Background: an optimization exercise with open tools, aiming at small area. Do not read the settings as production practice.
Only simulation tests tie the RTL to the original design; equivalence was not proved.
Power figures rest on the tool's default switching activity, not on a simulated workload.

## Top_FirFilter_Flex
module Top_FirFilter_Flex (
    input  wire        iClk12M,
    input  wire        iRsn,
    input  wire        iEnSample600k,
    input  wire        iCoeffUpdateFlag,
    input  wire        iCsnRam,
    input  wire        iWrnRam,
    input  wire [5:0]  iAddrRam,
    input  wire [15:0] iWrDtRam,
    input  wire [2:0]  iFirIn,
    output reg  [15:0] oFirOut
);
  reg        rUpd;
  reg        rRun;
  wire       wSample  = iEnSample600k & ~iCoeffUpdateFlag;
  wire       wRunTick = wSample & (rUpd | rRun);
  always @(posedge iClk12M) begin
    if (!iRsn) begin
      rUpd <= 1'b0;
      rRun <= 1'b0;
    end else if (iEnSample600k) begin
      rUpd <= iCoeffUpdateFlag;
      rRun <= ~iCoeffUpdateFlag & (rUpd | rRun);
    end
  end
  reg  [3:0] rPh;
  always @(posedge iClk12M) begin
    if (!iRsn)
      rPh <= 4'd9;
    else
      rPh <= (rPh == 4'd0) ? 4'd9 : rPh - 4'd1;
  end
  wire [3:0] wWord  = iAddrRam[3:0];
  wire       wWrite = rUpd & ~iCsnRam & ~iWrnRam & (wWord <= 4'd9);
  wire [4:0] wPosS  = {1'b0, wWord} + {1'b0, rPh};
  wire [3:0] wPos   = (wPosS >= 5'd10) ? wPosS[3:0] - 4'd10 : wPosS[3:0];
  wire [15:0] wWrDt = iWrDtRam & {16{iRsn}};
  reg [9:0] rWe [0:3];
  integer b, p;
  always @(*) begin
    for (b = 0; b < 4; b = b + 1)
      for (p = 0; p < 10; p = p + 1)
        rWe[b][p] = ~iRsn | (wWrite & (iAddrRam[5:4] == b) & (wPos == p));
  end
  wire [15:0] wC0, wC1, wC2, wC3;
  ...
==> flow/config.mk <==
export PLATFORM = sky130hd
export DESIGN_NAME = Top_FirFilter_Flex
export DESIGN_NICKNAME = Top_FirFilter_Flex
export VERILOG_FILES = /design/flow/design.v
export SDC_FILE = /design/flow/constraint.sdc
export NUM_CORES = 4
export LEC_CHECK = 0
export ABC_AREA = 1
export CAP_MARGIN = 20
export CORE_MARGIN = 2
export CORE_UTILIZATION = 40
export CTS_CLUSTER_DIAMETER = 90
export CTS_CLUSTER_SIZE = 28
export GPL_TIMING_DRIVEN = 0
export SLEW_MARGIN = 20
==> flow/constraint.sdc <==
create_clock -name core_clock -period 10.0 [get_ports {iClk12M}]
set_input_delay 2.0000 -clock core_clock [delete_from_list [all_inputs] [get_ports {iClk12M}]]
set_output_delay 2.0000 -clock core_clock [all_outputs]
set_load 0.01 [all_outputs]
run.sh (not shown) runs the stock make flow with config.mk's settings and CLKGATE_MAP_FILE= SYNTH_SCRIPT=/design/flow/synth_recipe.tcl, a recipe that flattens the netlist after the stock synthesis.
Change:
--- a/flow/config.mk
+++ b/flow/config.mk
@@ -11,4 +11,4 @@
 export CORE_UTILIZATION = 40
-export CTS_CLUSTER_DIAMETER = 90
-export CTS_CLUSTER_SIZE = 28
+export CTS_CLUSTER_DIAMETER = 100
+export CTS_CLUSTER_SIZE = 30
 export GPL_TIMING_DRIVEN = 0
After rerunning:
- hold slack loses 0.0083 ns
- final cell count barely changes
- die area stays the same
- sequential power stays flat
- core utilization drops by 0.22 points
- clock power came out lower by about 2%
- power falls by 0.63%
- non-clock buffer count drops by 9
- wire length hardly moves
- flip-flop and latch count does not change
- synthesized cell count does not change

---

== run A ==
Top_FirFilter_Flex again, from the RTL that the note above started with.
Settings: LEC_CHECK=0, ABC_AREA=1, CAP_MARGIN=20, CORE_MARGIN=2, CORE_UTILIZATION=55, CTS_CLUSTER_DIAMETER=100, CTS_CLUSTER_SIZE=30, GPL_TIMING_DRIVEN=0, PLACE_DENSITY=0.75, SLEW_MARGIN=20; clock period 10.0 ns.
#### Input delta (run B over run A)
Settings: PLACE_DENSITY removed (was 0.75).
[summary]
The final layout from run B, which completed every stage, passed the timing, DRC and antenna checks at the end of the flow. Diff run A -> run B | fraction of area in registers | decrease of 0.26 points. | area taken by flip-flops and latches | run B vs run A | ≈ equal |. Run B vs. run A: global-route usage went up by 2.4 points. Changes observed in run B relative to run A: delay of the slowest cell on the worst path was more or less identical, cell area went up by 0.65%.

[what the ideal ports hide]
How much do the figures lean on ideal ports? The routed layouts below were timed once more, with nothing changed but the port constraints.
Step 1 sets driving cells, clkbuf_16 on the clock port and buf_2 on the other inputs (assumed; they add their load-dependent delay and slew).
Step 2 moves the port delays by t, midway between the first and last clock arrival at a register: inputs arrive t later, outputs are due t later. That takes back most of the time a late clock gives input paths.
Slacks: ideal / step 1 / step 2; pairs: ideal / step 1.
| run | t, ns | setup WS [ns] | slew at the worst register clock pin (ns) | worst slew at a driven data input, ns |
|---|---|---|---|---|
| the first run of note 1 | 0.662 | 0.388 / 0.388 / 0.388 | 0.11 / 0.11 | 0.04 |
| the second run of note 1 | 0.667 | 0.320 / 0.320 / 0.320 | 0.11 / 0.11 | 0.04 |
| run A | 0.673 | 0.325 / 0.325 / 0.325 | 0.12 / 0.12 | 0.04 |
| run B | 0.692 | 0.487 / 0.487 / 0.487 | 0.12 / 0.12 | 0.04 |
After both steps setup and hold are still met in every run listed.
